What follows belongs to an exercise in optimizing a design on an open flow for small area; a production flow would make more cautious choices.
Function was checked by simulation only, so behaviour that the tests miss may differ from the original.
Power and IR drop assume default switching activity.

--- flow/config.mk ---
export PLATFORM = sky130hd
export DESIGN_NAME = psdsqrt
export DESIGN_NICKNAME = psdsqrt
export VERILOG_FILES = /design/flow/design.v
export SDC_FILE = /design/flow/constraint.sdc
export NUM_CORES = 4
export LEC_CHECK = 0
export CAP_MARGIN = 20
export CORE_MARGIN = 2
export CORE_UTILIZATION = 40
export SLEW_MARGIN = 20
export BUFFER_PORTS_ARGS = -buffer_cell sky130_fd_sc_hd__buf_1
export CTS_ARGS = -sink_clustering_enable -repair_clock_nets -buf_list sky130_fd_sc_hd__clkbuf_4 -root_buf sky130_fd_sc_hd__clkbuf_4 -dont_use_dummy_load
--- flow/constraint.sdc ---
create_clock -name core_clock -period 9.0 [get_ports {clock}]
set_input_delay 1.8000 -clock core_clock [delete_from_list [all_inputs] [get_ports {clock}]]
set_output_delay 1.8000 -clock core_clock [all_outputs]
set_load 0.01 [all_outputs]
--- flow/design.v ---
module psdsqrt(
    input clock,
    input reset,
    input start,
    input stop,
    input [31:0] xin,
    output reg [15:0] sqrt
);
reg [32:1] w;
reg [15:0] ql;
reg [3:0]  cnt;          
integer i;
wire [14:0] dec;
genvar g;
generate for (g = 0; g < 15; g = g + 1) begin : gdec
    assign dec[g] = (cnt == g);
end endgenerate
wire [16:0] d;
assign d[16:15] = ql[15:14];
generate for (g = 0; g < 15; g = g + 1) begin : gd
    if (g == 0) begin : z
        assign d[0] = dec[14];
    end else begin : nz
        assign d[g] = ql[g-1] | dec[14-g];
    end
end endgenerate
wire [17:0] sa = w[32:15];
wire [17:0] sb = ~{1'b0, d};
wire [18:0] cy;
wire [17:0] diff;
assign cy[0] = 1'b1;
generate for (g = 0; g < 18; g = g + 1) begin : gsub
    assign diff[g] = sa[g] ^ sb[g] ^ cy[g];
    assign cy[g+1] = (sa[g] & sb[g]) | (sa[g] & cy[g]) | (sb[g] & cy[g]);
end endgenerate
wire s = cy[18];
wire [31:15] sel = s ? diff[16:0] : w[31:15];
wire s0 = xin[31] | xin[30];
always @(posedge clock) begin
    if (start) begin
        w   <= {xin[31] & xin[30], xin[31] & ~xin[30], xin[29:0]};
        ql  <= {s0, 15'b0};
        cnt <= 4'd0;
    end else begin
        w   <= {sel, w[14:1], 1'b0};
        if (cnt != 4'd15)
            cnt <= cnt + 4'd1;
        for (i = 0; i < 15; i = i + 1)
            if (dec[14-i]) ql[i] <= s;
    end
end
always @(posedge clock) begin
    if (reset)
        sqrt <= 16'b0;
    else if (stop)
        sqrt <= ql;
end
endmodule
--- flow/flow/run.sh ---
#!/bin/bash
# Standard ORFS layout with two changes: port buffers use the smallest buffer
# cell, and clock tree synthesis uses small clock buffers and no dummy loads.
# Settings are in flow/extra.mk, appended to the standard flow's config.mk.
set -e
cat flow/extra.mk >> config.mk
bash standard.sh > standard.log 2>&1
--- flow/flow/extra.mk ---
export BUFFER_PORTS_ARGS = -buffer_cell sky130_fd_sc_hd__buf_1
export CTS_ARGS = -sink_clustering_enable -repair_clock_nets -buf_list sky130_fd_sc_hd__clkbuf_4 -root_buf sky130_fd_sc_hd__clkbuf_4 -dont_use_dummy_load
--- flow/standard.sh ---
#!/bin/bash
# synth_recipe.tcl (not shown) runs the flow's synth.tcl, then flattens the netlist and writes it again
# the make line also repeats each setting of config.mk as NAME=value (left out here)
make -C /OpenROAD-flow-scripts/flow DESIGN_CONFIG=/design/flow/config.mk WORK_HOME=/design/flow/orfs CLKGATE_MAP_FILE= SYNTH_SCRIPT=/design/flow/synth_recipe.tcl "${@:-finish}"
==> Implementation_results.wiki <==
{| class="wikitable"
! Metric !! Value
|-
| Final antenna-violating net count || 0
|-
| Core outline area || ~7300 um2
|-
| Remaining Overflow, GRT || 0
|-
| Area share of xor/xnor cells in the synthesized design || less than 1%
|-
| # Max-Cap Violations || 0
|-
| Share of layout cells above drive strength 1 || roughly an eighth
|-
| Compound-Gate Fraction of Synth Area || about 7%
|-
| Number of cell rows || 31
|-
| CP Depth || 25
|-
| Post-detailed-routing wire length || 5480 um
|-
| CP Launch Type || flip-flop
|-
| Count of cells along the worst register-to-register path || 25
|-
| Sequential-to-total area share from yosys stat || approximately 45%
|-
| Global-route wire length before repair || a little over 9000 um
|-
| Number of max-slew violations in the final report || 0
|-
| Buffers & Inverters on Critical Path || 4
|-
| Post-Syn Nets || roughly 340
|-
| Mean instance size in the synthesized netlist || between 10 and 15 um2
|-
| Period minus WS final || between 8 and 9 ns
|-
| Worst path top cell family by delay || adder cells
|-
| Number of stages on the worst hold path || 1
|-
| Number of antenna violations at the first check in global routing || 0
|-
| First-iteration detailed-routing DRC count || 96
|-
| Setup crit start || cnt[2]$_SDFFE_PP0P_
|-
| End point of the most critical hold path || w[9]$_DFF_P_
|-
| Tot GR Track Use || 14.6%
|-
| CP Capture Type || flip-flop
|-
| Path type of the worst setup path || reg2reg
|-
| Average via count per standard cell || 4.69
|-
| CTS H-tree lvls || 3
|-
| CP max stage cell || sky130_fd_sc_hd__dfxtp_1
|-
| Post-route setup TNS || 0 ns
|-
| Largest net degree at the start of global routing || a little under 70
|-
| Residual DRC count || 0
|-
| Fraction of the mapped netlist area in adder cells || about an eighth
|-
| Hold Path Class || reg2reg
|-
| Die outline width || roughly 90 um
|-
| Headroom to the max-slew limit || between 50 and 60%
|-
| Fraction of synthesis flops using an asynchronous set or reset pin || 0%
|-
| Commonest cells post-synth || sky130_fd_sc_hd__dfxtp_1, sky130_fd_sc_hd__nor2_1, sky130_fd_sc_hd__mux2i_1
|-
| Setup skew after layout || ~0.025 ns
|-
| Synthesis-to-layout area growth || 9.99%
|-
| Cell area after synthesis || between 3000 and 4000 um2
|-
| Inserted Clock Buffers || 9
|-
| Worst Setup Slack post-DPL || 0.732 ns
|-
| Count of inserted antenna diode cells || 0
|-
| Largest area contributor in the synthesized netlist || sky130_fd_sc_hd__dfxtp_1
|-
| Status || no timing/DRC/antenna violations
|-
| Crit Reg-Reg Endpoint || w[31]$_DFF_P_
|-
| Most used cell along the critical path || sky130_fd_sc_hd__fa_1
|-
| DR WL/cell || between 10 and 15 um
|-
| Clock net sink count || 68
|-
| Count of mapped cells out of synthesis || approximately 280
|-
| Arr. time, crit path || about 8.6 ns
|-
| Max Freq || between 100 and 150 MHz
|-
| Post-synthesis sequential element count || between 60 and 70
|-
| Initial Utilization || approximately two fifths
|-
| Insertion delay to the later sink of the worst-skew pair || approximately 0.4 ns
|-
| Clock root buffer || sky130_fd_sc_hd__clkbuf_4
|-
| Power density over cell area || around 210 nW/um2
|-
| Worst-case register-to-register setup slack || between 0.7 and 0.8 ns
|-
| Height of the die || 91.2 um
|-
| Share of Yosys cell area claimed by the top area cell type || ~44%
|-
| Longest Clk Path Bufs || 2
|-
| RSZ-0062 raised after global routing || false
|-
| Final hold violations || 0
|-
| Worst hold slack || roughly 0.46 ns
|-
| Share of the clock period used by the worst path || between 90% and 100%
|-
| Delay of the slowest critical-path stage || roughly 0.66 ns
|-
| Ys flop type || sky130_fd_sc_hd__dfxtp_1
|-
| Launching point of the worst reg2reg path || cnt[2]$_SDFFE_PP0P_
|-
| # IOs || 52
|-
| Leakage power of the design || roughly 1.3 nW
|-
| Final worst-path setup slack || 0.734 ns
|-
| IR drop worst, VDD || ~0.00019 V
|-
| Synth Warn # || 1
|-
| CTS tree || built
|-
| Vias || 2003
|-
| Leading cell type by number of instances after synthesis || sky130_fd_sc_hd__dfxtp_1
|-
| Vias in the first global route || roughly 1.9k
|-
| Die Outline Area || between 8000 and 9000 um2
|-
| Slew @ Worst Pin || a little over 0.7 ns
|-
| Combinational family with the most area after synthesis || multiplexers
|-
| EDFF count, synth || 1
|-
| Mux contribution to synthesized area || between 10% and 20%
|-
| Largest driver fanout on the critical path || 32
|-
| Total of hold buffers inserted after clock tree synthesis || 0
|-
| Netlist cell types || 30
|-
| Final setup violating endpoints || 0
|-
| Hold Startpoint || w[8]$_DFF_P_
|-
| NumNets Final || 387
|-
| Dominant cells by area after synthesis || sky130_fd_sc_hd__dfxtp_1, sky130_fd_sc_hd__mux2i_1, sky130_fd_sc_hd__fa_1
|-
| CP required || a little over 9 ns
|-
| Post-CTS Setup Inserts || 0
|-
| HPWL Detailed || 3900 um
|-
| Post-cts sizing count || 0
|-
| Clock-pin transition on the worst setup and hold timing paths || about 0.10 ns
|-
| RD Place Congestion || 0.815
|-
| Detailed-router iteration count before antenna repair || 4
|-
| Port Buf Inserts || 51
|-
| Area fraction in and, or, nand and nor cells after synthesis || between 10% and 20%
|}
[area by class of cell]
class | instances | area [um2]
fill | 743 | 3950
multi-input combinational | 190 | 1550
tap | 99 | 124
timing repair buffer | 53 | 209
sequential | 68 | 1370
inverter | 8 | 30.0
clock buffer | 9 | 67.6
[flip-flops by register name (all words and copies together), names as in the netlist]
register / count
w: 32
ql: 16
sqrt: 16
cnt: 4
[worst register-to-register path, stage by stage, from the launching register on]
cell	delay, ns
sky130_fd_sc_hd__dfxtp_1	0.66
sky130_fd_sc_hd__and3_1	0.29
sky130_fd_sc_hd__ha_1	0.15
sky130_fd_sc_hd__inv_1	0.04
sky130_fd_sc_hd__fa_1	0.37
sky130_fd_sc_hd__fa_1	0.38
sky130_fd_sc_hd__fa_1	0.39
sky130_fd_sc_hd__fa_1	0.39
sky130_fd_sc_hd__fa_1	0.38
sky130_fd_sc_hd__fa_1	0.39
sky130_fd_sc_hd__fa_1	0.38
sky130_fd_sc_hd__fa_1	0.38
sky130_fd_sc_hd__fa_1	0.38
sky130_fd_sc_hd__fa_1	0.39
sky130_fd_sc_hd__fa_1	0.39
sky130_fd_sc_hd__fa_1	0.39
sky130_fd_sc_hd__fa_1	0.39
sky130_fd_sc_hd__fa_1	0.36
sky130_fd_sc_hd__inv_1	0.08
sky130_fd_sc_hd__fa_1	0.15
sky130_fd_sc_hd__inv_1	0.05
sky130_fd_sc_hd__fa_1	0.37
sky130_fd_sc_hd__nor2_2	0.10
sky130_fd_sc_hd__buf_4	0.39
sky130_fd_sc_hd__mux2_2	0.39
sky130_fd_sc_hd__o22ai_1	0.11
[cell usage in the layout (no fill, tap or decap), drive strengths merged]
cell type,instances
ha,5
and2,1
nor3,2
a31oi,1
nor2,49
edfxtp,1
dfxtp,67
nand3,3
clkbuf,11
nand2,15
xnor2,1
mux2,16
o21ai,15
o22ai,1
a211oi,15
fa,16
inv,8
buf,51
mux2i,33
nor3b,5
and3b,8
and3,3
or2,1
[how the worst max path moves through the flow]
| stage | to |
|---|---|
| finish | w[31]$_DFF_P_ |
| floorplan | w[22]$_DFF_P_ |
| CTS | w[31]$_DFF_P_ |
| global placement | w[31]$_DFF_P_ |
| global route | w[31]$_DFF_P_ |
| detailed placement | w[31]$_DFF_P_ |
[where the power goes]
part,total (W),leakage (nW),internal [W],switching (W)
Combinational,0.000187,0.704,0.0000889,0.0000977
Sequential,0.000369,0.563,0.000341,0.0000283
Clock,0.000138,0.0414,0.0000464,0.0000912
Total,0.000694,1.31,0.000476,0.000217
[routing by layer]
layer,vias to the layer above,wire length [um],GRT usage (%)
met5,-,0,0
met4,0,84,4.92
met3,7,276,7.14
met2,42,2390,20.7
met1,910,2730,19.2
li1,1044,-,-
[per-stage QoR]
step                      cells  utilization (%)  power (W)  cell area [um2]
after floorplan             282                -   0.000527             3040
after global placement      418             45.0   0.000562             3280
after detailed placement    418             45.0   0.000566             3280
after CTS                   427             45.9   0.000706             3350
after global routing        427             45.9   0.000747             3350
final                       427             45.9   0.000694             3350
[cell families after synthesis]
| group | count (synthesis) |
|---|---|
| AO/OA/AOI/OAI | 32 |
| buffers and inverters | 24 |
| adder cells (fa/ha/maj) | 21 |
| multiplexers | 49 |
| flip-flops | 68 |
| AND/OR/NAND/NOR | 87 |
| XOR/XNOR | 1 |

what the ideal ports hide:
How much do the figures lean on ideal ports? The routed layout below was timed once more, with nothing changed but the port constraints. Step 1, drivers: a clkbuf_16 drives clock and a buf_2 each remaining input, both assumed. Step 2 moves the port delays by t, midway between the first and last clock arrival at a register: inputs arrive t later, outputs are due t later. That takes back most of the time a late clock gives input paths. Slacks: ideal ports / drivers / drivers and shift; pairs: ideal ports / drivers.
shift t [ns]: 0.427
slack for setup (ns): 0.734 / 0.734 / 0.734
worst setup path at the end: register to register
clock arrival spread, ns: 0.025 / 0.025
After both steps this run still meets setup and hold. For this run, drivers alone change the setup slack by 0.000 ns; drivers and shift together by 0.000 ns.
